This design comes from an exercise in tuning for small area on the open sky130 flow, not from production work.
RTL that was checked went through simulation tests only; none was proved equivalent to the original.
No activity file was given, so power comes from the tool's default toggle rates.

==> flow/design.v <==
module motorCtrlSimple_v2(
	input CLK,
	input reset,
	input [15:0] divider,
	input [15:0] stepsToGo,
	input go,
	input dirInput,
	output reg dir,
	output reg step,
	output reg activeMode
);
reg [14:0] cnt;
reg [14:0] half;     
reg odd;             
reg [15:0] steps;
reg [1:0] state;     
reg extra;           
wire idle = (state == 2'b00);
wire dly  = (state == 2'b01);
wire cz   = (cnt[14:1] == 14'h0);
wire c0   = cz & ~cnt[0];
wire c1   = cz & cnt[0];
wire hz   = (half == 15'h0);
wire hiEnd = step & (extra | (c0 & ~odd));
wire R = ~activeMode | (~step & c1) | (hiEnd & hz);
always @(posedge CLK) begin
	if (reset) begin
		state <= 2'b00;
		activeMode <= 1'b0;
		dir <= 1'b0;
		step <= 1'b0;
	end else begin
		case (state)
		2'b00: begin
			activeMode <= 1'b0;
			dir <= dirInput;
			if (go) state <= (dir != dirInput) ? 2'b01 : 2'b11;
		end
		2'b01: if (c0) state <= 2'b11;
		default: begin
			activeMode <= 1'b1;
			if (R) begin
				if (steps == 16'h0) state <= 2'b00;
				else step <= 1'b1;
			end else if (hiEnd)
				step <= 1'b0;
		end
		endcase
	end
	extra <= ~R & step & ~extra & c0 & odd;
	if (idle) begin
		cnt <= 15'h00ff;
		half <= divider[15:1];
		odd <= divider[0];
		steps <= stepsToGo;
	end else if (dly) begin
		cnt <= cnt - 15'h1;
	end else begin
		if (R | hiEnd) cnt <= half;
		else cnt <= cnt - 15'h1;
		if (R) steps <= steps - 16'h1;
	end
end
endmodule
module async_transmitter(
	input clk,
	input rst,
	input TxD_start,
	input TxD_load,           
	input [7:0] TxD_data,
	output TxD,
	output TxD_willBeReady    
);
reg [3:0] TxD_state;
reg [7:0] TxD_shift;
reg [7:0] bitCnt;           
wire TxD_busy = (TxD_state != 4'b0000);
wire BitTick = (bitCnt == 8'hff);
assign TxD_willBeReady = ~TxD_busy | ((TxD_state == 4'b0011) & BitTick);
always @(posedge clk) begin
	if (~TxD_busy) bitCnt <= 8'h89;
	else if (BitTick) bitCnt <= 8'h12;
	else bitCnt <= {bitCnt[6:0], bitCnt[7] ^ bitCnt[5] ^ bitCnt[4] ^ bitCnt[3]};
	if (TxD_load) TxD_shift <= TxD_data;
	else if (TxD_state[3] & BitTick) TxD_shift <= (TxD_shift >> 1);
end
always @(posedge clk)
if (rst) TxD_state <= 4'b0000;
else case (TxD_state)
	4'b0000: if (TxD_start) TxD_state <= 4'b0100;
	4'b0100: if (BitTick) TxD_state <= 4'b1000;
	4'b1000: if (BitTick) TxD_state <= 4'b1001;
	4'b1001: if (BitTick) TxD_state <= 4'b1010;
	4'b1010: if (BitTick) TxD_state <= 4'b1011;
	4'b1011: if (BitTick) TxD_state <= 4'b1100;
	4'b1100: if (BitTick) TxD_state <= 4'b1101;
	4'b1101: if (BitTick) TxD_state <= 4'b1110;
	4'b1110: if (BitTick) TxD_state <= 4'b1111;
	4'b1111: if (BitTick) TxD_state <= 4'b0010;
	4'b0010: if (BitTick) TxD_state <= 4'b0011;
	4'b0011: if (BitTick) TxD_state <= 4'b0000;
	default: if (BitTick) TxD_state <= 4'b0000;
endcase
assign TxD = (TxD_state < 4) | (TxD_state[3] & TxD_shift[0]);
endmodule
module async_receiver(
	input clk,
	input rst,
	input RxD,
	output reg RxD_data_ready,
	output reg [7:0] RxD_data
);
reg [10:0] acc;
reg tick;
always @(posedge clk)
	if (rst) {tick, acc} <= 12'd0;
	else {tick, acc} <= {1'b0, acc} + 12'd151;
reg [3:0] RxD_state;
reg [1:0] RxD_sync;
always @(posedge clk) if (rst) RxD_sync <= 2'b11; else if (tick) RxD_sync <= {RxD_sync[0], RxD};
reg [1:0] Filter_cnt;
reg RxD_bit;
always @(posedge clk)
if (rst) begin
	Filter_cnt <= 2'b11;
	RxD_bit <= 1'b1;
end else if (tick) begin
	if (RxD_sync[1] == 1'b1 && Filter_cnt != 2'b11) Filter_cnt <= Filter_cnt + 1'd1;
	else if (RxD_sync[1] == 1'b0 && Filter_cnt != 2'b00) Filter_cnt <= Filter_cnt - 1'd1;
	if (Filter_cnt == 2'b11) RxD_bit <= 1'b1;
	else if (Filter_cnt == 2'b00) RxD_bit <= 1'b0;
end
reg [3:0] OversamplingCnt;
always @(posedge clk) if (rst) OversamplingCnt <= 0; else if (tick) OversamplingCnt <= (RxD_state == 0) ? 4'd0 : OversamplingCnt + 4'd1;
wire sampleNow = tick && (OversamplingCnt == 4'd7);
always @(posedge clk)
if (rst) RxD_state <= 4'b0000; else
case (RxD_state)
	4'b0000: if (~RxD_bit) RxD_state <= 4'b0001;
	4'b0001: if (sampleNow) RxD_state <= 4'b1000;
	4'b1000: if (sampleNow) RxD_state <= 4'b1001;
	4'b1001: if (sampleNow) RxD_state <= 4'b1010;
	4'b1010: if (sampleNow) RxD_state <= 4'b1011;
	4'b1011: if (sampleNow) RxD_state <= 4'b1100;
	4'b1100: if (sampleNow) RxD_state <= 4'b1101;
	4'b1101: if (sampleNow) RxD_state <= 4'b1110;
	4'b1110: if (sampleNow) RxD_state <= 4'b1111;
	4'b1111: if (sampleNow) RxD_state <= 4'b0010;
	4'b0010: if (sampleNow) RxD_state <= 4'b0000;
	default: RxD_state <= 4'b0000;
endcase
always @(posedge clk)
	if (sampleNow && RxD_state[3]) RxD_data <= {RxD_bit, RxD_data[7:1]};
always @(posedge clk)
	if (rst) RxD_data_ready <= 1'b0;
	else RxD_data_ready <= (sampleNow && RxD_state == 4'b0010 && RxD_bit);
endmodule
module top(
	input  CLOCK_25,
	input reset,
	output LED,
	output [9:0] step,
	output [9:0] dir,
	input [9:0] term,
	input 	UART_RX,
	output 	UART_TX,
	output DebugPin1,
	output reg DebugPin2,
	output reg DebugPin3,
	output DebugPin_85,
	output DebugPin5,
	output DebugPin6,
	output DebugPin7,
	output DebugPin8,
	output DebugPin9,
	output debugPin106,
	output DebugPin_86,
	output DebugPin_87,
	output DebugPin_103
);
reg [23:0] ledCnt;
reg ledReg;
wire ledZ = (ledCnt[22:0] == 23'h0);
always @(posedge CLOCK_25)
	if (reset) begin
		ledCnt <= 24'h0;
		ledReg <= 1'b0;
	end else begin
		ledCnt <= {ledCnt[22:0], ledCnt[23] ^ ledCnt[22] ^ ledCnt[21] ^ ledCnt[16] ^ ledZ};
		ledReg <= ledReg ^ (ledCnt[23] & ledZ);
	end
assign LED = ledReg;
wire rxReady;           
wire [7:0] rxData;
reg rxReadyL;           
always @(posedge CLOCK_25) if (reset) rxReadyL <= 1'b0; else rxReadyL <= rxReady;
async_receiver RX(.clk(CLOCK_25), .rst(reset), .RxD(UART_RX),
	.RxD_data_ready(rxReady), .RxD_data(rxData));
assign DebugPin1 = rxReady;
assign DebugPin7 = rxReady;
assign DebugPin_85 = 1'b0;
assign DebugPin9 = 1'b0;
assign DebugPin_86 = 1'b0;
reg [2:0] recvState;            
reg [3:0] curAxis;
reg [17:0] timeOut;
reg timeOutDone;
reg [7:0] cmdB3, cmdB2, cmdB1;  
reg cmdB0;                      
reg [9:0] pending;
reg [9:0] activeR;
wire [9:0] active;
reg [9:0] dirReg;
reg [15:0] divider [0:9];
reg [15:0] stepCounter [0:9];
wire sendDriveStatus = rxReady && (recvState == 3'd0) && (rxData[3:0] == 4'hF);
assign debugPin106 = sendDriveStatus;
assign DebugPin5 = active[0];
assign DebugPin6 = pending[0];
assign DebugPin_87 = step[0];
assign DebugPin_103 = dir[0];
wire cmdDone = rxReadyL && (recvState == 3'd6);
wire store = cmdDone && (curAxis < 4'd10) && !pending[curAxis];
integer c;
always @(posedge CLOCK_25) begin
	if (reset) begin
		recvState <= 3'd0;
		timeOutDone <= 1'b1;
		DebugPin2 <= 1'b0;
		DebugPin3 <= 1'b0;
		pending <= 10'd0;
		activeR <= 10'd0;
		dirReg <= 10'd0;
	end else begin
		if (rxReady) begin
			if (recvState == 3'd0) begin
				if (rxData[3:0] != 4'hF) recvState <= 3'd1;
			end else
				recvState <= recvState + 3'd1;
			timeOutDone <= 1'b0;
		end else begin
			if (timeOutDone) recvState <= 3'd0;
			DebugPin3 <= timeOutDone;
			if (&timeOut) timeOutDone <= 1'b1;
		end
		DebugPin2 <= rxReadyL && (recvState == 3'd5);
		if (rxReadyL) begin
			if (recvState == 3'd6) recvState <= 3'd0;
			if (store) begin
				pending[curAxis] <= 1'b1;
				dirReg[curAxis] <= cmdB0;
			end
		end else begin
			activeR <= active;
			pending <= pending & ~(active & ~activeR);
		end
	end
	if (rxReady) timeOut <= 18'h3fffe;
	else timeOut <= {timeOut[16:0], timeOut[17] ^ timeOut[10]};
	if (rxReady && recvState == 3'd0) curAxis <= rxData[3:0];
	if (rxReadyL) begin
		cmdB3 <= rxData;
		cmdB2 <= cmdB3;
		cmdB1 <= cmdB2;
		cmdB0 <= cmdB1[7];
	end
	for (c = 0; c < 10; c = c + 1)
		if (store && curAxis == c) begin
			divider[c] <= {cmdB2, cmdB1};
			stepCounter[c] <= {rxData, cmdB3};
		end
end
genvar i;
generate
for (i = 0; i < 10; i = i + 1) begin : motorControlBlock
	motorCtrlSimple_v2 mr(.CLK(CLOCK_25), .reset(reset),
		.divider(divider[i]), .stepsToGo(stepCounter[i]),
		.go(pending[i] && (stepCounter[i] != 16'h0)),
		.dirInput(dirReg[i]), .dir(dir[i]), .step(step[i]), .activeMode(active[i]));
end
endgenerate
reg [2:0] sendState;
reg uartStartSignal;
reg [11:0] sendDelay;    
wire sendDelayEnd = sendDelay[11] & (sendDelay[10:0] == 11'h0);
wire txWillBeReady;
assign DebugPin8 = uartStartSignal;
wire sendNow = (sendState == 3'd0) ? sendDriveStatus : (sendState[0] == 1'b0);
reg [7:0] txData;
always @(*)
	case (sendState[2:1])
		2'd0: txData = {3'b000, pending[4:0]};
		2'd1: txData = {3'b010, pending[9:5]};
		2'd2: txData = {3'b100, ~term[4:0]};
		default: txData = {3'b110, ~term[9:5]};
	endcase
always @(posedge CLOCK_25) begin
	if (reset) begin
		sendState <= 3'd7;
		uartStartSignal <= 1'b0;
	end else begin
		uartStartSignal <= sendNow;
		if (sendState[0]) begin
			if (sendState == 3'd7 || sendDelayEnd) sendState <= sendState + 3'd1;
		end else if (sendNow)
			sendState <= sendState + 3'd1;
	end
	if (sendState[0]) sendDelay <= {sendDelay[10:0], sendDelay[11] ^ sendDelay[10] ^ sendDelay[9] ^ sendDelay[3] ^ (sendDelay[10:0] == 11'h0)};
	else sendDelay <= 12'h0;
end
async_transmitter TX(.clk(CLOCK_25), .rst(reset), .TxD(UART_TX),
	.TxD_start(uartStartSignal), .TxD_load(sendNow & txWillBeReady),
	.TxD_data(txData), .TxD_willBeReady(txWillBeReady));
endmodule
make LEC_CHECK=0 CAP_MARGIN=20 CORE_MARGIN=2 CORE_UTILIZATION=40 CTS_CLUSTER_DIAMETER=100 CTS_CLUSTER_SIZE=30 PLACE_DENSITY=0.6 SLEW_MARGIN=20 finish   # period 10.0 ns
run.sh (not shown) runs the stock make flow with config.mk's settings and CLKGATE_MAP_FILE= SYNTH_SCRIPT=/design/flow/synth_recipe.tcl, a recipe that flattens the netlist after the stock synthesis.
Change:
--- a/flow/design.v
+++ b/flow/design.v
@@ -45,23 +45,22 @@
 			end else if (hiEnd)
 				step <= 1'b0;
 		end
 		endcase
 	end
 	extra <= ~R & step & ~extra & c0 & odd;
+	steps <= idle ? stepsToGo : steps - {15'h0, state[1] & R};
 	if (idle) begin
 		cnt <= 15'h00ff;
 		half <= divider[15:1];
 		odd <= divider[0];
-		steps <= stepsToGo;
 	end else if (dly) begin
 		cnt <= cnt - 15'h1;
 	end else begin
 		if (R | hiEnd) cnt <= half;
 		else cnt <= cnt - 15'h1;
-		if (R) steps <= steps - 16'h1;
 	end
 end
 endmodule
 module async_transmitter(
 	input clk,
 	input rst,
=> The new run completed with no timing, DRC or antenna violations. Sequential share of layout area goes down by 1.2 points. Clock power stays flat. Power grows by 5.0%. Setup slack improved by 0.40 ns. Utilization falls by 0.10 points. Wire length went down by 6.6%.
For the first run of this note, only the layout was checked, not whether the RTL still works.

[re-timing with driven ports]
The results above use ideal ports. As a check the final layouts listed here were re-extracted and re-timed, cells and wires unchanged.
Step 1, drivers: a clkbuf_16 drives CLOCK_25 and a buf_2 each remaining input, both assumed.
Step 2, shift: input delay + t, output delay - t, t = (earliest + latest rising clock arrival at the registers) / 2. This alone moves slack from input paths to output paths.
Slacks: ideal ports / drivers / drivers and shift; pairs: ideal ports / drivers.
run	t (ns)	slack for setup (ns)	hold WS [ns]
the first run	0.684	5.169 / 5.100 / 5.784	0.421 / 0.421 / 0.421
the second run	0.669	5.565 / 5.499 / 5.987	0.405 / 0.405 / 0.405
After both steps every run listed still meets setup and hold.
